This is an optimization exercise on Yosys and OpenROAD, whose aim is small area, not a production implementation.
Only simulation tests tie the RTL to the original design; equivalence was not proved.
No activity file was given, so power comes from the tool's default toggle rates.

==> design.v <==
`timescale 1ns / 1ps
module parking_meter(
    input add1,  
    input add2,  
    input add3,  
    input add4,  
    input rst1,  
    input rst2,  
    input clk,   
    input rst,   
    output reg [6:0] led_seg,  
    output reg a1,
    output reg a2,
    output reg a3,
    output reg a4,
    output reg [3:0] val1,
    output reg [3:0] val2,
    output reg [3:0] val3,
    output reg [3:0] val4
    );
    parameter ZERO = 2'b00;      
    parameter LT_180 = 2'b01;    
    parameter GTE_180 = 2'b10;   
    reg [2:0] current_state;
    reg [2:0] next_state;
    reg [13:0] tm;  
    reg [6:0] count_100;  
    reg [1:0] digit_idx;  
    reg display_on;  
    always @ (posedge clk)
    begin
        if (rst) begin
			current_state <= ZERO;
        end else begin
            current_state <= next_state;
		end
    end
    always @ (*)
    begin
        if (tm == 0)
            next_state = ZERO;
        else if (tm < 180)
            next_state = LT_180;
        else 
            next_state = GTE_180;
    end
    always @ (posedge clk)
    begin
        if (rst) begin
            tm <= 0;
            count_100 <= 0;
            display_on <= 0;
            digit_idx <= 0;
        end else if (add1) begin
            if (tm + 60 < 9999)
                tm <= tm + 60;
            else 
                tm <= 9999;
        end else if (add2) begin
            if (tm + 120 < 9999) 
                tm <= tm + 120;
            else 
                tm <= 9999;
        end else if (add3) begin
            if (tm + 180 < 9999) 
                tm <= tm + 180;
            else 
                tm <= 9999;
        end else if (add4) begin
            if (tm + 300 < 9999) 
                tm <= tm + 300;
            else 
                tm <= 9999;
        end else if (rst1) begin
            tm <= 16;
        end else if (rst2) begin
            tm <= 150;
        end else begin
            if (count_100 == 100) begin
                count_100 <= 0;
                if (tm > 0) tm <= tm - 1;
                else tm <= tm;
            end else begin
                count_100 <= count_100 + 1;
            end
        end
        if (current_state == ZERO) begin    
            if (count_100 <= 12)
                digit_idx <= 0;
            else if (count_100 <= 25)
                digit_idx <= 1;
            else if (count_100 <= 37)
                digit_idx <= 2;
            else if (count_100 <= 50)
                digit_idx <= 3;
            else 
                digit_idx <= 0;
        end
        else begin  
            if (count_100 <= 25)
                digit_idx <= 0;
            else if (count_100 <= 50)
                digit_idx <= 1;
            else if (count_100 <= 75)
                digit_idx <= 2;
            else 
                digit_idx <= 3;            
        end
        if (current_state == ZERO) begin
            if (count_100 <= 50)
                display_on <= 1;
            else 
                display_on <= 0;
        end else if (current_state == LT_180) begin
            if (tm % 2 == 0)
                display_on <= 1;
            else 
                display_on <= 0;
        end else begin  
            display_on <= 1;
        end
    end
    always @(*)
    begin
        val1 = tm % 10;
        val2 = (tm / 10) % 10;
        val3 = (tm / 100) % 10;
        val4 = (tm / 1000) % 10;
        a1 = 0;
        a2 = 0;
        a3 = 0;
        a4 = 0;
        if (display_on) begin
            case (digit_idx)
                0:  begin
                    a1 = 1;
                    led_seg = illuminate(val1);
                end
                1:  begin
                    a2 = 1;
                    led_seg = illuminate(val2);
                end
                2:  begin
                    a3 = 1;
                    led_seg = illuminate(val3);
                end
                3:  begin
                    a4 = 1;
                    led_seg = illuminate(val4);
                end
                default: led_seg = 7'b0000001;
            endcase
        end else begin
            led_seg = 7'b0000001;
        end
    end
    function [6:0] illuminate (input [3:0] digit);
    begin
        case (digit)
            1: illuminate = 7'b1001111;
            2: illuminate = 7'b0010010;
            3: illuminate = 7'b0000110;
            4: illuminate = 7'b1001100;
            5: illuminate = 7'b0100100;
            6: illuminate = 7'b0100000;
            7: illuminate = 7'b0001111;
            8: illuminate = 7'b0000000;
            9: illuminate = 7'b0000100;
            default: illuminate = 7'b0000001;  
        endcase
    end 
    endfunction
endmodule
==> run.sh <==
#!/bin/bash
# synth_recipe.tcl (not shown) runs the flow's synth.tcl, then flattens the netlist and writes it again
# the make line also repeats each setting of config.mk as NAME=value (left out here)
make -C /OpenROAD-flow-scripts/flow DESIGN_CONFIG=/design/flow/config.mk WORK_HOME=/design/flow/orfs CLKGATE_MAP_FILE= SYNTH_SCRIPT=/design/flow/synth_recipe.tcl finish
==> config.mk <==
export PLATFORM = sky130hd
export DESIGN_NAME = parking_meter
export DESIGN_NICKNAME = parking_meter
export VERILOG_FILES = /design/flow/design.v
export SDC_FILE = /design/flow/constraint.sdc
export NUM_CORES = 4
export LEC_CHECK = 0
export CAP_MARGIN = 20
export CORE_MARGIN = 2
export CORE_UTILIZATION = 40
export SLEW_MARGIN = 20
==> constraint.sdc <==
create_clock -name core_clock -period 20.0 [get_ports {clk}]
set_input_delay 4.0000 -clock core_clock [delete_from_list [all_inputs] [get_ports {clk}]]
set_output_delay 4.0000 -clock core_clock [all_outputs]
set_load 0.01 [all_outputs]
==> results of run 1 <==
stage by stage:
step,util,area (µm²),setup slack [ns]
2_1_floorplan,-,10300,7.16
3_3_place_gp,0.425,10700,4.23
3_5_place_dp,0.425,10700,3.79
4_1_cts,0.429,10800,3.43
5_1_grt,0.429,10800,2.60
6_report,0.429,10800,3.56
worst max-delay path, delay by kind of cell, from the launching register on:
kind / cells / cell delay (ns)
simple gates: 12 / 5.66
compound gates: 13 / 3.16
mux: 4 / 1.05
buf+inv: 3 / 1.04
fa+ha+maj: 2 / 0.61
flops: 1 / 0.31
xor+xnor: 1 / 0.28
routing by layer:
| layer | vias up | share of wire |
|---|---|---|
| li1 | 5863 | - |
| met1 | 5823 | 0.45 |
| met2 | 528 | 0.45 |
| met3 | 98 | 0.063 |
| met4 | 2 | 0.036 |
| met5 | - | 0.00033 |
report_power, final:
part           switching [µW]  internal [µW]  leakage (µW)
logic                     936            621       0.00367
registers                2.84           55.7      0.000213
clock network            22.2           40.0     0.0000511
total                     961            716       0.00393
flip-flops by register name, indices dropped and copies added (netlist names):
name,flops
tm,14
count_100,7
display_on,1
digit_idx,2
current_state,2
cell usage after synthesis (20+ instances only):
cell / count
ha_1: 53
and3_1: 20
a21oi_1: 126
a211oi_1: 29
and2_1: 23
dfxtp_1: 26
clkbuf_1: 63
xnor2_1: 61
nor3_1: 58
inv_1: 50
mux2i_1: 23
nor2_1: 183
nand4_1: 21
a31oi_1: 21
nand2_1: 154
nand3_1: 59
o21ai_0: 117
area by class of cell:
cell class / instances / area [µm²] / share of cell area
Multi-Input combinational cell: 1387 / 9100 / 0.839
Inverter: 61 / 230 / 0.0212
Sequential cell: 26 / 520 / 0.0480
Tap cell: 330 / 413 / 0.0381
Clock inverter: 1 / 30.0 / 0.00277
Timing Repair Buffer: 52 / 473 / 0.0436
Clock buffer: 3 / 75.1 / 0.00692
logic make-up (layout without fill, tap and decap cells):
kind of cell    Yosys count  after routing  synth area share
compound gates          566            566             0.391
xor+xnor                 79             79            0.0694
fa+ha+maj                64             64            0.0753
buf+inv                 163            117            0.0658
flops                    26             26            0.0506
mux                      33             33            0.0337
simple gates            645            645             0.315
worst paths after layout:
path                    start          to  slack [ns]  cells after the start
min reg2reg  current_state[1]  display_on        0.52                      1
max reg2reg             tm[4]      tm[11]       14.97                     19
max                    tm[11]  led_seg[2]        3.56                     35
min          current_state[1]  display_on        0.52                      1
==> impl_metrics.xml, run 1 <==
<?xml version="1.0" encoding="UTF-8"?>
<metrics>
  <group name="run_status">
    <metric name="run_status" unit="">complete, no violations</metric>
  </group>
  <group name="logic_synthesis">
    <metric name="edff_count_synth" unit="">0</metric>
    <metric name="synth-async-reset-ratio" unit="">0</metric>
    <metric name="synth_warnings" unit="">1</metric>
    <metric name="netlist-cell-type-count" unit="">122</metric>
    <metric name="synthesis.area_per_instance" unit="µm²">6.53</metric>
    <metric name="yosysTopAreaCellShare" unit="">0.0668</metric>
    <metric name="syn-cell-area" unit="mm²">0.0103</metric>
    <metric name="netlist_top_cells_area" unit="">nor2_1, ha_1, a21oi_1</metric>
    <metric name="cell_type_contributing_the_most_total_cell_area_after_synthesis" unit="">nor2_1</metric>
    <metric name="seq_area_frac_synth" unit="">0.0506</metric>
    <metric name="dominantRegCellSynth" unit="">dfxtp_1</metric>
    <metric name="synthCells" unit="">1576</metric>
    <metric name="count_of_state_elements_after_synthesis" unit="">26</metric>
    <metric name="postSynthNetCount" unit="">1637</metric>
  </group>
  <group name="grt">
    <metric name="groute.layer.met1.usage" unit="">0.351</metric>
    <metric name="global_route.overflow_total" unit="">0</metric>
    <metric name="grt_pass1_vias" unit="">11029</metric>
    <metric name="number_of_antenna_violations_at_the_first_check_in_global_routing" unit="">1</metric>
    <metric name="globalRouteMet3Util" unit="">0.0203</metric>
    <metric name="pin_count_of_the_biggest_net_entering_global_routing" unit="">46</metric>
    <metric name="global_route.usage.met2" unit="">0.427</metric>
    <metric name="grt-busiest-layer" unit="">met2</metric>
    <metric name="first_pass_grt_wire_length" unit="mm">57.4</metric>
    <metric name="groute.usage.overall" unit="">0.258</metric>
  </group>
  <group name="cells_and_area">
    <metric name="antennaDiodeCount" unit="">0</metric>
    <metric name="num-fill-cells" unit="">2699</metric>
    <metric name="most_common_cell_after_layout_fill_and_taps_aside" unit="">nor2_1</metric>
    <metric name="layout_common_cells" unit="">nor2_1, nand2_1, a21oi_1</metric>
    <metric name="final_cells" unit="">1860</metric>
    <metric name="area_growth" unit="%">5.40</metric>
    <metric name="share_of_layout_cells_above_drive_strength_1" unit="">0.0732</metric>
    <metric name="nets_finish" unit="">1592</metric>
  </group>
  <group name="clock_network">
    <metric name="tritoncts" unit="">built</metric>
    <metric name="numCtsBuffers" unit="">3</metric>
    <metric name="cts.sink_count" unit="">26</metric>
    <metric name="cts_hold_buf" unit="">0</metric>
    <metric name="max-clock-path-buffers" unit="">2</metric>
    <metric name="clkTransAtPathRegs" unit="ns">0.08</metric>
    <metric name="clockRootBuffer" unit="">clkbuf_16</metric>
    <metric name="clk-insertion-delay-late" unit="ns">0.28</metric>
    <metric name="post_cts_buffers" unit="">0</metric>
    <metric name="post_cts.resized_instances" unit="">0</metric>
    <metric name="h-tree-depth" unit="">1</metric>
  </group>
  <group name="drt">
    <metric name="drt_iter0_markers" unit="">1117</metric>
    <metric name="routedWlPerCell" unit="µm">19.4</metric>
    <metric name="remaining_drc_errors" unit="">0</metric>
    <metric name="drt_first_pass_iters" unit="">5</metric>
    <metric name="route.vias.total" unit="">12314</metric>
    <metric name="route.detailed.vias_per_inst" unit="">6.62</metric>
    <metric name="postRouteAntennaNets" unit="">0</metric>
    <metric name="postRouteWirelength" unit="mm">36.1</metric>
  </group>
  <group name="sta">
    <metric name="timing_max_transition_violations_final" unit="">0</metric>
    <metric name="max_slew_margin" unit="">0.305</metric>
    <metric name="max_freq" unit="MHz">60.8</metric>
    <metric name="layout_worst_path_cycle_share" unit="">0.822</metric>
    <metric name="minimum_period_implied_by_the_final_worst_setup_slack" unit="ns">16.44</metric>
    <metric name="rsz_0062_raised_after_global_routing" unit="">false</metric>
    <metric name="hold_viol" unit="">0</metric>
    <metric name="fin_setup_tns" unit="ns">0</metric>
    <metric name="fin_hold_ws" unit="ns">0.519</metric>
    <metric name="final-setup-viol-count" unit="">0</metric>
    <metric name="timing.clock.skew" unit="ns">0.0145</metric>
    <metric name="tightest_slew" unit="ns">1.04</metric>
  </group>
  <group name="placed_design">
    <metric name="place.gp.congestion" unit="">0.975</metric>
    <metric name="detailed_place_hpwl" unit="mm">27.3</metric>
    <metric name="place.detailed.instances" unit="">1855</metric>
    <metric name="port_buffers" unit="">34</metric>
  </group>
  <group name="pwr">
    <metric name="power_per_cell_area" unit="mW/mm²">155</metric>
    <metric name="largest_vdd_supply_drop" unit="V">0.000139</metric>
    <metric name="leakage" unit="µW">0.00393</metric>
    <metric name="total_power" unit="µW">1680</metric>
  </group>
  <group name="setup_path">
    <metric name="timing.critical_path.slowest_stage_cell" unit="">nor4_4</metric>
    <metric name="cp_data_arrival_time" unit="ns">12.44</metric>
    <metric name="critPathRequiredTime" unit="ns">16.00</metric>
    <metric name="crit_path_max_incr_delay" unit="ns">0.97</metric>
    <metric name="worstSetupStartpointType" unit="">flop</metric>
    <metric name="cp_max_fo" unit="">42</metric>
    <metric name="crit_path_end_kind" unit="">output port</metric>
    <metric name="criticalPathCategory" unit="">reg2out</metric>
  </group>
  <group name="floorplan">
    <metric name="initial_core_util" unit="">0.407</metric>
    <metric name="top_level_ports" unit="">35</metric>
    <metric name="rows" unit="">58</metric>
    <metric name="core_region_area" unit="mm²">0.0253</metric>
    <metric name="die-area" unit="mm²">0.0270</metric>
    <metric name="die_y" unit="µm">164</metric>
    <metric name="fp.dieW" unit="µm">164</metric>
  </group>
  <group name="job">
    <metric name="maxCapViolations" unit="">0</metric>
  </group>
  <group name="worst_hold_path">
    <metric name="timing.hold.worst.class" unit="">reg2reg</metric>
  </group>
</metrics>
==> run 2, diff against run 1 <==
==> design.v (replaced) <==
module parking_meter(
    input add1,  
    input add2,  
    input add3,  
    input add4,  
    input rst1,  
    input rst2,  
    input clk,
    input rst,
    output reg [6:0] led_seg,  
    output reg a1,
    output reg a2,
    output reg a3,
    output reg a4,
    output [3:0] val1,
    output [3:0] val2,
    output [3:0] val3,
    output [3:0] val4
    );
    reg [3:0] d0, d1, d2, d3;    
    reg [1:0] q;
    reg       h;
    reg [3:0] r;
    reg       st_zero;           
    reg       st_low;            
    assign val1 = d0;
    assign val2 = d1;
    assign val3 = d2;
    assign val4 = d3;
    wire tm_zero = (d0 == 0) && (d1 == 0) && (d2 == 0) && (d3 == 0);
    wire tm_lt180 = (d3 == 0) && ((d2 == 0) || (d2 == 1 && d1 <= 7));
    wire any_add = add1 | add2 | add3 | add4;
    reg [3:0] a_t;
    reg [1:0] b_h;
    always @(*) begin
        if (add1)      begin a_t = 4'd6; b_h = 2'd0; end
        else if (add2) begin a_t = 4'd2; b_h = 2'd1; end
        else if (add3) begin a_t = 4'd8; b_h = 2'd1; end
        else           begin a_t = 4'd0; b_h = 2'd3; end
    end
    wire [4:0] s1 = d1 + a_t;
    wire       c1 = (s1 >= 10);
    wire [3:0] n1 = c1 ? s1 - 10 : s1[3:0];
    wire [4:0] s2 = d2 + b_h + c1;
    wire       c2 = (s2 >= 10);
    wire [3:0] n2 = c2 ? s2 - 10 : s2[3:0];
    wire [4:0] s3 = d3 + c2;
    wire       sat = (s3 >= 10);
    function [3:0] bcd_dec(input [3:0] d);
    begin
        bcd_dec[0] = ~d[0];
        bcd_dec[1] = d[0] ? d[1] : (~d[1] & (d[2] | d[3]));
        bcd_dec[2] = (d[0] | d[1]) ? d[2] : (~d[2] & d[3]);
        bcd_dec[3] = (d[0] | d[1] | d[2]) ? d[3] : ~d[3];
    end
    endfunction
    wire b0 = (d0 == 0);
    wire b1 = b0 && (d1 == 0);
    wire b2 = b1 && (d2 == 0);
    wire [3:0] m0 = bcd_dec(d0);
    wire [3:0] m1 = b0 ? bcd_dec(d1) : d1;
    wire [3:0] m2 = b1 ? bcd_dec(d2) : d2;
    wire [3:0] m3 = b2 ? bcd_dec(d3) : d3;
    wire r_end = r[3] & r[2];            
    wire wrap = r_end & h & q[1] & q[0];  
    always @(posedge clk) begin
        if (rst) begin
            st_zero <= 1;
            st_low <= 0;
        end else begin
            st_zero <= tm_zero;
            st_low <= !tm_zero && tm_lt180;
        end
        if (rst) begin
            {d3, d2, d1, d0} <= 16'h0000;
            {q, h, r} <= 0;
        end else if (any_add) begin
            if (sat) {d3, d2, d1, d0} <= 16'h9999;
            else {d3, d2, d1} <= {s3[3:0], n2, n1};
        end else if (rst1) begin
            {d3, d2, d1, d0} <= 16'h0016;
        end else if (rst2) begin
            {d3, d2, d1, d0} <= 16'h0150;
        end else begin
            if (wrap && !tm_zero) {d3, d2, d1, d0} <= {m3, m2, m1, m0};
            if (r_end) begin
                {q, h} <= {q, h} + 1;
                r <= {3'b000, h & ~wrap};
            end else begin
                r <= r + 1;
            end
        end
        if (st_zero) begin
            a1 <= ~q[1] & ~q[0] & ~h;
            a2 <= ~q[1] & ~q[0] &  h;
            a3 <= ~q[1] &  q[0] & ~h;
            a4 <= ~q[1] &  q[0] &  h;
        end else begin
            a1 <= (~st_low | ~d0[0]) & (q == 0);
            a2 <= (~st_low | ~d0[0]) & (q == 1);
            a3 <= (~st_low | ~d0[0]) & (q == 2);
            a4 <= (~st_low | ~d0[0]) & (q == 3);
        end
    end
    wire [3:0] x = ({4{a1}} & d0) | ({4{a2}} & d1) | ({4{a3}} & d2) | ({4{a4}} & d3);
    always @(*) begin
        led_seg[6] = ~(x[3] | x[1] | (x[2] & x[0]) | (~x[2] & ~x[0]));
        led_seg[5] = ~(~x[2] | (~x[1] & ~x[0]) | (x[1] & x[0]));
        led_seg[4] = ~(x[2] | ~x[1] | x[0]);
        led_seg[3] = ~(x[3] | (~x[2] & ~x[0]) | (~x[2] & x[1]) | (x[1] & ~x[0]) | (x[2] & ~x[1] & x[0]));
        led_seg[2] = ~((~x[2] & ~x[0]) | (x[1] & ~x[0]));
        led_seg[1] = ~(x[3] | (~x[1] & ~x[0]) | (x[2] & ~x[1]) | (x[2] & ~x[0]));
        led_seg[0] = ~(x[3] | (x[2] & ~x[1]) | (~x[2] & x[1]) | (x[1] & ~x[0]));
    end
endmodule
==> impl_metrics.xml, run 2 <==
<?xml version="1.0" encoding="UTF-8"?>
<metrics>
  <group name="floorplan">
    <metric name="die-area" unit="mm²">0.00624</metric>
    <metric name="top_level_ports" unit="">35</metric>
    <metric name="die_y" unit="µm">79.0</metric>
    <metric name="core_region_area" unit="mm²">0.00547</metric>
    <metric name="rows" unit="">27</metric>
    <metric name="fp.dieW" unit="µm">79.0</metric>
    <metric name="initial_core_util" unit="">0.411</metric>
  </group>
  <group name="run_status">
    <metric name="run_status" unit="">complete, no violations</metric>
  </group>
  <group name="cells_and_area">
    <metric name="nets_finish" unit="">348</metric>
    <metric name="area_growth" unit="%">23.1</metric>
    <metric name="antennaDiodeCount" unit="">0</metric>
    <metric name="num-fill-cells" unit="">556</metric>
    <metric name="share_of_layout_cells_above_drive_strength_1" unit="">0.0612</metric>
    <metric name="most_common_cell_after_layout_fill_and_taps_aside" unit="">nor2_1</metric>
    <metric name="layout_common_cells" unit="">nor2_1, clkdlybuf4s50_1, dfxtp_1</metric>
  </group>
  <group name="placed_design">
    <metric name="detailed_place_hpwl" unit="mm">4.29</metric>
    <metric name="dp_worst_setup_slack" unit="ns">9.89</metric>
    <metric name="place.gp.congestion" unit="">0.861</metric>
    <metric name="port_buffers" unit="">34</metric>
  </group>
  <group name="logic_synthesis">
    <metric name="synth_warnings" unit="">1</metric>
    <metric name="count_of_state_elements_after_synthesis" unit="">29</metric>
    <metric name="post_synth_most_frequent_cells" unit="">nor2_1, dfxtp_1, nand2_1</metric>
    <metric name="cell_type_contributing_the_most_total_cell_area_after_synthesis" unit="">dfxtp_1</metric>
    <metric name="seq_area_frac_synth" unit="">0.258</metric>
    <metric name="parity_gate_share_of_the_synthesized_area_counting_xor_and_xnor_cells" unit="">0.0312</metric>
    <metric name="syn-cell-area" unit="mm²">0.00225</metric>
    <metric name="synth_mux_area_frac" unit="">0.0134</metric>
    <metric name="synthSimpleGateAreaFrac" unit="">0.277</metric>
    <metric name="synth_compound_gate_area_share" unit="">0.279</metric>
    <metric name="netlist-cell-type-count" unit="">59</metric>
    <metric name="synthesis.area_per_instance" unit="µm²">7.60</metric>
    <metric name="postSynthNetCount" unit="">318</metric>
    <metric name="dominant_combinational_cell_family_by_area_after_synthesis" unit="">compound AO/OA/AOI/OAI gates</metric>
    <metric name="yosys.area_share.adder" unit="">0.0879</metric>
    <metric name="synthCells" unit="">296</metric>
    <metric name="dominantRegCellSynth" unit="">dfxtp_1</metric>
    <metric name="edff_count_synth" unit="">0</metric>
    <metric name="synth-async-reset-ratio" unit="">0</metric>
    <metric name="netlist_top_cells_area" unit="">dfxtp_1, ha_1, nor2_1</metric>
    <metric name="synthMostInstantiatedCell" unit="">nor2_1</metric>
    <metric name="yosysTopAreaCellShare" unit="">0.258</metric>
  </group>
  <group name="grt">
    <metric name="grt_pass1_vias" unit="">2201</metric>
    <metric name="first_pass_grt_wire_length" unit="mm">10.3</metric>
    <metric name="global_route.overflow_total" unit="">0</metric>
    <metric name="number_of_antenna_violations_at_the_first_check_in_global_routing" unit="">0</metric>
    <metric name="groute.usage.overall" unit="">0.204</metric>
    <metric name="pin_count_of_the_biggest_net_entering_global_routing" unit="">30</metric>
  </group>
  <group name="drt">
    <metric name="routedWlPerCell" unit="µm">14.8</metric>
    <metric name="postRouteWirelength" unit="mm">5.92</metric>
    <metric name="top_routing_layer_in_use" unit="">met4</metric>
    <metric name="route.met3.wl" unit="µm">301</metric>
    <metric name="met1_length" unit="mm">2.80</metric>
    <metric name="drt_first_pass_iters" unit="">4</metric>
    <metric name="postRouteAntennaNets" unit="">0</metric>
    <metric name="remaining_drc_errors" unit="">0</metric>
    <metric name="route.detailed.vias_per_inst" unit="">5.70</metric>
    <metric name="drt_iter0_markers" unit="">137</metric>
    <metric name="detailroute.wirelength.met2" unit="mm">2.75</metric>
    <metric name="route.vias.total" unit="">2273</metric>
  </group>
  <group name="setup_path">
    <metric name="worstSetupStartpointType" unit="">primary input</metric>
    <metric name="critPathRequiredTime" unit="ns">20.22</metric>
    <metric name="crit_path_end_kind" unit="">flop</metric>
    <metric name="crit_path_max_incr_delay" unit="ns">0.63</metric>
    <metric name="cp_data_arrival_time" unit="ns">10.14</metric>
    <metric name="criticalPathCategory" unit="">in2reg</metric>
    <metric name="worstRegToRegCells" unit="">21</metric>
    <metric name="worstPathCellList" unit="">clkdlybuf4s50_1 &gt; or2_1 &gt; ha_1 &gt; inv_1 &gt; fa_1 &gt; ha_1 &gt; o21ai_0 &gt; a221oi_1 &gt; fa_1 &gt; fa_1 &gt; xor2_1 &gt; ha_1 &gt; o31ai_1 &gt; a32oi_1 &gt; inv_1 &gt; ha_1 &gt; ha_1 &gt; nand2b_1 &gt; a31oi_1 &gt; a211oi_2 &gt; nor2_1 &gt; or3b_1 &gt; a21oi_1</metric>
    <metric name="timing.critical_path.mode_cell" unit="">ha_1</metric>
    <metric name="timing.critical_path.slowest_stage_cell" unit="">a221oi_1</metric>
    <metric name="cp_max_fo" unit="">9</metric>
  </group>
  <group name="sta">
    <metric name="rsz_0062_raised_after_global_routing" unit="">false</metric>
    <metric name="max_freq" unit="MHz">101</metric>
    <metric name="fin_setup_tns" unit="ns">0</metric>
    <metric name="final_critical_path_setup_slack" unit="ns">10.08</metric>
    <metric name="max_slew_margin" unit="">0.403</metric>
    <metric name="final-setup-viol-count" unit="">0</metric>
    <metric name="layout_worst_path_cycle_share" unit="">0.496</metric>
    <metric name="hold_viol" unit="">0</metric>
    <metric name="minimum_period_implied_by_the_final_worst_setup_slack" unit="ns">9.92</metric>
    <metric name="tightest_slew" unit="ns">0.895</metric>
    <metric name="timing_max_transition_violations_final" unit="">0</metric>
    <metric name="timing.clock.skew" unit="ns">0.00559</metric>
  </group>
  <group name="worst_hold_path">
    <metric name="timing.hold.worst.class" unit="">reg2reg</metric>
    <metric name="hold-path-cell-count" unit="">2</metric>
  </group>
  <group name="clock_network">
    <metric name="post_cts_buffers" unit="">0</metric>
    <metric name="max-clock-path-buffers" unit="">2</metric>
    <metric name="clockRootBuffer" unit="">clkbuf_8</metric>
    <metric name="post_cts.resized_instances" unit="">0</metric>
    <metric name="clk-insertion-delay-late" unit="ns">0.28</metric>
    <metric name="tritoncts" unit="">built</metric>
    <metric name="cts.sink_count" unit="">29</metric>
    <metric name="clkTransAtPathRegs" unit="ns">0.07</metric>
    <metric name="numCtsBuffers" unit="">5</metric>
    <metric name="h-tree-depth" unit="">2</metric>
    <metric name="cts_hold_buf" unit="">0</metric>
  </group>
  <group name="job">
    <metric name="maxCapViolations" unit="">0</metric>
  </group>
  <group name="pwr">
    <metric name="leakage" unit="µW">0.00102</metric>
    <metric name="largest_vdd_supply_drop" unit="V">0.0000544</metric>
    <metric name="power_per_cell_area" unit="mW/mm²">99.9</metric>
  </group>
</metrics>
run 2: layer usage:
| metal | global-route usage | vias to the layer above |
|---|---|---|
| met5 | 0 | - |
| met4 | 0.0707 | 0 |
| met3 | 0.0455 | 9 |
| met2 | 0.322 | 68 |
| met1 | 0.274 | 1045 |
| li1 | - | 1151 |
run 2: stage by stage:
step           area [µm²]   util  hold slack, ns  instances  total power, µW
2_1_floorplan        2250      -           0.449        296              167
3_3_place_gp         2630  0.481           0.463        391              202
3_5_place_dp         2630  0.481           0.469        391              204
4_1_cts              2770  0.506           0.479        399              278
5_1_grt              2770  0.506           0.505        399              298
6_report             2770  0.506           0.475        399              276
run 2: final cells by class:
| class | instances | area (µm²) | area share |
|---|---|---|---|
| clock inverter | 3 | 65.1 | 0.0235 |
| inverter | 18 | 67.6 | 0.0244 |
| clock buffer | 5 | 68.8 | 0.0249 |
| sequential | 29 | 581 | 0.210 |
| timing repair buffer | 35 | 348 | 0.126 |
| multi-input combinational | 237 | 1550 | 0.559 |
| tap | 72 | 90.1 | 0.0325 |
run 2: path summary, 6_finish.rpt:
path / startpoint / to / slack, ns
hold / removal: r[1] / r[1] / 0.48
setup reg to reg: d1[1] / d1[0] / 14.04
setup / recovery: add1 / d1[0] / 10.08
hold reg to reg: r[1] / r[1] / 0.48
run 2: logic make-up after synthesis:
kind of cell | Yosys count
AOI/OAI and AO/OA | 93
and+or+nand+nor | 119
xor gates and xnor gates | 8
muxes | 3
DFF | 29
buffers and inverters | 30
adders and majority gates | 14
run 2: critical path: cells and delay by family:
| kind | cells | cell delay (ns) |
|---|---|---|
| adder cells (fa/ha/maj) | 8 | 2.45 |
| buffers and inverters | 3 | 0.69 |
| XOR/XNOR | 1 | 0.17 |
| AO/OA/AOI/OAI | 7 | 1.82 |
| AND/OR/NAND/NOR | 4 | 1.01 |
run 2: power breakdown:
group	switching [µW]	total (µW)	internal, µW
registers	14.3	79.2	65.0
logic	63.9	123	59.6
clock network	24.2	73.7	49.5
==> run 3, diff against run 2 <==
==> flow/run.sh (new file) <==
#!/bin/bash
# Own layout flow: the standard flow with three changes.
#  1. Synthesis maps the logic for area: ABC gets an area script (see abc_area.script here)
#     instead of ORFS's delay script, and the adder-extraction step is skipped. Everything
#     else in the standard synthesis (synth_recipe.tcl) is kept, so the registers are the same.
#  2. Port buffers are the smallest buffer, sky130_fd_sc_hd__buf_1.
#  3. CTS uses small clock buffers and no dummy loads.
# Each tool's output goes to a log file in the work folder.
set -euo pipefail
W=$(pwd)
F=$W/flow

# synthesis script: the standard flow's, with the abc command given the area script
{
  echo "proc abc {args} {"
  echo "  set i [lsearch -exact \$args -script]"
  echo "  if {\$i >= 0} { set args [lreplace \$args \$i [expr {\$i+1}] -script $F/abc_area.script] }"
  echo "  set j [lsearch -exact \$args -D]"
  echo "  if {\$j >= 0} { set args [lreplace \$args \$j [expr {\$j+1}]] }"
  echo "  yosys abc {*}\$args"
  echo "}"
  cat "$W/synth_recipe.tcl"
} > "$W/area_synth.tcl"
sed "s#SYNTH_SCRIPT=[^ ]*#SYNTH_SCRIPT=$W/area_synth.tcl ADDER_MAP_FILE=#" "$W/standard.sh" > "$W/area_standard.sh"

export BUFFER_PORTS_ARGS="-buffer_cell sky130_fd_sc_hd__buf_1"
export CTS_ARGS="-sink_clustering_enable -repair_clock_nets -dont_use_dummy_load -sink_clustering_size 40 -sink_clustering_max_diameter 300 -root_buf sky130_fd_sc_hd__clkbuf_8 -buf_list sky130_fd_sc_hd__clkbuf_8"

bash "$W/area_standard.sh" finish > "$W/flow_make.log" 2>&1
==> flow/abc_area.script (new file) <==
strash
&get -n
&deepsyn -T 15
&put
dch -f
amap
==> standard.sh (new file) <==
#!/bin/bash
# synth_recipe.tcl (not shown) runs the flow's synth.tcl, then flattens the netlist and writes it again
# the make line also repeats each setting of config.mk as NAME=value (left out here)
make -C /OpenROAD-flow-scripts/flow DESIGN_CONFIG=/design/flow/config.mk WORK_HOME=/design/flow/orfs CLKGATE_MAP_FILE= SYNTH_SCRIPT=/design/flow/synth_recipe.tcl "${@:-finish}"
--- a/config.mk
+++ b/config.mk
@@ -8,4 +8,4 @@
 export CAP_MARGIN = 20
 export CORE_MARGIN = 2
-export CORE_UTILIZATION = 40
+export CORE_UTILIZATION = 75
 export SLEW_MARGIN = 20
removed: run.sh
==> impl_metrics.xml, run 3 <==
<?xml version="1.0" encoding="UTF-8"?>
<metrics>
  <group name="cells_and_area">
    <metric name="finish.instance_area" unit="mm²">0.00196</metric>
    <metric name="num-fill-cells" unit="">116</metric>
    <metric name="area_growth" unit="%">13.4</metric>
    <metric name="layout_common_cells" unit="">nor2_1, clkinv_1, buf_1</metric>
    <metric name="fin_util" unit="">0.894</metric>
    <metric name="antennaDiodeCount" unit="">0</metric>
    <metric name="share_of_layout_cells_above_drive_strength_1" unit="">0.0167</metric>
    <metric name="nets_finish" unit="">309</metric>
    <metric name="most_common_cell_after_layout_fill_and_taps_aside" unit="">nor2_1</metric>
  </group>
  <group name="setup_path">
    <metric name="worstRegToRegCells" unit="">14</metric>
    <metric name="crit_path_max_incr_delay" unit="ns">0.64</metric>
    <metric name="criticalPathCategory" unit="">in2reg</metric>
    <metric name="cp_data_arrival_time" unit="ns">7.92</metric>
    <metric name="worstPathCellList" unit="">buf_1 &gt; nor2_1 &gt; clkinv_1 &gt; nor2_1 &gt; clkinv_1 &gt; nor2_1 &gt; clkinv_1 &gt; or2_0 &gt; nor2_1 &gt; clkinv_1 &gt; nor2_1 &gt; nand2_1 &gt; o21ai_0 &gt; clkinv_1 &gt; a222oi_1</metric>
    <metric name="crit_path_end_kind" unit="">flop</metric>
    <metric name="timing.critical_path.slowest_stage_cell" unit="">a222oi_1</metric>
    <metric name="critPathRequiredTime" unit="ns">20.11</metric>
    <metric name="cp_max_fo" unit="">7</metric>
    <metric name="worstSetupStartpointType" unit="">primary input</metric>
  </group>
  <group name="logic_synthesis">
    <metric name="syn-cell-area" unit="mm²">0.00173</metric>
    <metric name="edff_count_synth" unit="">0</metric>
    <metric name="netlist-cell-type-count" unit="">29</metric>
    <metric name="synthesis.area_per_instance" unit="µm²">6.65</metric>
    <metric name="synth_warnings" unit="">1</metric>
    <metric name="count_of_state_elements_after_synthesis" unit="">29</metric>
    <metric name="synth-async-reset-ratio" unit="">0</metric>
    <metric name="synthCells" unit="">260</metric>
    <metric name="netlist_top_cells_area" unit="">dfxtp_1, nor2_1, clkinv_1</metric>
    <metric name="dominantRegCellSynth" unit="">dfxtp_1</metric>
    <metric name="yosysTopAreaCellShare" unit="">0.336</metric>
    <metric name="postSynthNetCount" unit="">268</metric>
    <metric name="post_synth_most_frequent_cells" unit="">nor2_1, clkinv_1, dfxtp_1</metric>
    <metric name="seq_area_frac_synth" unit="">0.336</metric>
    <metric name="synthMostInstantiatedCell" unit="">nor2_1</metric>
    <metric name="cell_type_contributing_the_most_total_cell_area_after_synthesis" unit="">dfxtp_1</metric>
  </group>
  <group name="floorplan">
    <metric name="core_region_area" unit="mm²">0.00219</metric>
    <metric name="rows" unit="">17</metric>
    <metric name="top_level_ports" unit="">35</metric>
    <metric name="fp.dieW" unit="µm">52</metric>
    <metric name="initial_core_util" unit="">0.789</metric>
    <metric name="die-area" unit="mm²">0.00270</metric>
    <metric name="die_y" unit="µm">52</metric>
  </group>
  <group name="drt">
    <metric name="drt_first_pass_iters" unit="">8</metric>
    <metric name="drt_iter0_markers" unit="">239</metric>
    <metric name="postRouteAntennaNets" unit="">0</metric>
    <metric name="route.detailed.vias_per_inst" unit="">6.63</metric>
    <metric name="route.vias.total" unit="">2167</metric>
    <metric name="postRouteWirelength" unit="mm">5.58</metric>
    <metric name="remaining_drc_errors" unit="">0</metric>
    <metric name="routedWlPerCell" unit="µm">17.1</metric>
  </group>
  <group name="sta">
    <metric name="minimum_period_implied_by_the_final_worst_setup_slack" unit="ns">7.81</metric>
    <metric name="max_slew_margin" unit="">0.485</metric>
    <metric name="hold_viol" unit="">0</metric>
    <metric name="tightest_slew" unit="ns">0.765</metric>
    <metric name="timing_max_transition_violations_final" unit="">0</metric>
    <metric name="timing.clock.skew" unit="ns">0.0159</metric>
    <metric name="final-setup-viol-count" unit="">0</metric>
    <metric name="max_freq" unit="MHz">128</metric>
    <metric name="rsz_0062_raised_after_global_routing" unit="">false</metric>
    <metric name="fin_setup_tns" unit="ns">0</metric>
    <metric name="layout_worst_path_cycle_share" unit="">0.391</metric>
    <metric name="fin_hold_ws" unit="ns">0.507</metric>
  </group>
  <group name="clock_network">
    <metric name="clockRootBuffer" unit="">clkbuf_8</metric>
    <metric name="cts.sink_count" unit="">29</metric>
    <metric name="numCtsBuffers" unit="">5</metric>
    <metric name="h-tree-depth" unit="">2</metric>
    <metric name="tritoncts" unit="">built</metric>
    <metric name="post_cts.resized_instances" unit="">0</metric>
    <metric name="clkTransAtPathRegs" unit="ns">0.07</metric>
    <metric name="post_cts_buffers" unit="">0</metric>
    <metric name="clk-insertion-delay-late" unit="ns">0.29</metric>
    <metric name="max-clock-path-buffers" unit="">2</metric>
    <metric name="cts_hold_buf" unit="">0</metric>
  </group>
  <group name="grt">
    <metric name="grt_pass1_vias" unit="">1875</metric>
    <metric name="pin_count_of_the_biggest_net_entering_global_routing" unit="">11</metric>
    <metric name="first_pass_grt_wire_length" unit="mm">8.60</metric>
    <metric name="number_of_antenna_violations_at_the_first_check_in_global_routing" unit="">0</metric>
    <metric name="global_route.overflow_total" unit="">0</metric>
    <metric name="groute.usage.overall" unit="">0.441</metric>
  </group>
  <group name="pwr">
    <metric name="cellInternalPower" unit="µW">97.3</metric>
    <metric name="p_sw_frac" unit="">0.357</metric>
    <metric name="clock_power_share" unit="">0.282</metric>
    <metric name="power.share.combinational" unit="">0.261</metric>
    <metric name="power_per_cell_area" unit="mW/mm²">77.2</metric>
    <metric name="largest_vdd_supply_drop" unit="V">0.0000690</metric>
    <metric name="netSwitchingPower" unit="µW">54.0</metric>
    <metric name="seqPwrFrac" unit="">0.457</metric>
    <metric name="leakage" unit="µW">0.000709</metric>
  </group>
  <group name="run_status">
    <metric name="run_status" unit="">complete, no violations</metric>
  </group>
  <group name="placed_design">
    <metric name="place.gp.congestion" unit="">1.05</metric>
    <metric name="detailed_place_hpwl" unit="mm">3.83</metric>
    <metric name="post_dp_cell_area" unit="mm²">0.00189</metric>
    <metric name="port_buffers" unit="">34</metric>
  </group>
  <group name="worst_hold_path">
    <metric name="timing.hold.worst.class" unit="">reg2reg</metric>
    <metric name="hold-path-cell-count" unit="">2</metric>
  </group>
  <group name="job">
    <metric name="maxCapViolations" unit="">0</metric>
  </group>
</metrics>
[run 3: cell count changes after synthesis, sizes merged, moves of 5 or more]
cell / change
clkinv: +42
nor2: +22
inv: -18
ha: -11
a21oi: -10
clkbuf: -9
a22oi: -7
o22ai: +6
a222oi: +5
[run 3: final timing paths]
path,end,slack [ns],start
worst max-delay path,d3[0],12.19,add1
worst min-delay path,r[1],0.51,r[1]
worst max register to register,d3[0],15.84,d0[2]
worst min register to register,r[1],0.51,r[1]
[run 3: metal layers]
layer  GRT usage  up-vias  share of wire
met5           0        -              0
met4       0.219        0          0.052
met3       0.121       38           0.16
met2       0.717      196           0.43
met1       0.532      932           0.36
li1            -     1001              -
[run 3: final cells by class]
cell class                      count  area (µm²)  share of cell area
Clock buffer                        5        68.8              0.0351
Inverter                           42         158              0.0805
Multi-Input combinational cell    189         990               0.505
Sequential cell                    29         581               0.296
Tap cell                           28        35.0              0.0179
Timing Repair Buffer               34         128              0.0651
[run 3: logic make-up after synthesis]
family	Yosys count	share of synthesized area
simple gates	112	0.276
buf+inv	42	0.0912
compound gates	76	0.292
flops	29	0.336
xor+xnor	1	0.00507
[run 3: critical path: cells and delay by family]
| family | cells | cell delay [ns] |
|---|---|---|
| AO/OA/AOI/OAI | 2 | 1.16 |
| buffers and inverters | 6 | 1.15 |
| AND/OR/NAND/NOR | 7 | 1.61 |
[run 3: power by group through the flow]
stage                     combinational (µW)  sequential (µW)  clock [µW]
after global placement                  36.6             69.5           0
after global routing                    43.0             69.3        44.0
final                                   39.5             69.1        42.7
after CTS                               38.1             68.6        42.3
after floorplan                         25.4             69.6           0
after detailed placement                37.2             69.7           0
[run 3: per-stage QoR]
step | total power, µW | cells | worst slack (ns)
floorplan | 94.9 | 260 | 13.37
global placement | 106 | 322 | 12.98
detailed placement | 107 | 322 | 12.77
CTS | 149 | 327 | 12.49
global route | 156 | 327 | 12.10
finish | 151 | 327 | 12.19

## re-timing with driven ports
The flow's constraints put no driver on any port. The routed layouts listed below were extracted and timed again, unchanged, in two steps. Step 1, drivers: a clkbuf_16 drives clk and a buf_2 each remaining input, both assumed. Step 2 moves the port delays by t, midway between the first and last clock arrival at a register: inputs arrive t later, outputs are due t later. That takes back most of the time a late clock gives input paths. Slacks: ideal ports / drivers / drivers and shift; pairs: ideal ports / drivers.
run	t, ns	setup slack, ns	worst setup path after step 2
run 1	0.312	3.560 / 3.522 / 3.834	register to output
run 2	0.309	10.078 / 10.083 / 9.774	input to register
run 3	0.308	12.185 / 12.185 / 11.877	input to register
After both steps every run listed still meets setup and hold. For run 3, which loses most, drivers alone change the setup slack by 0.000 ns; drivers and shift together by -0.308 ns.
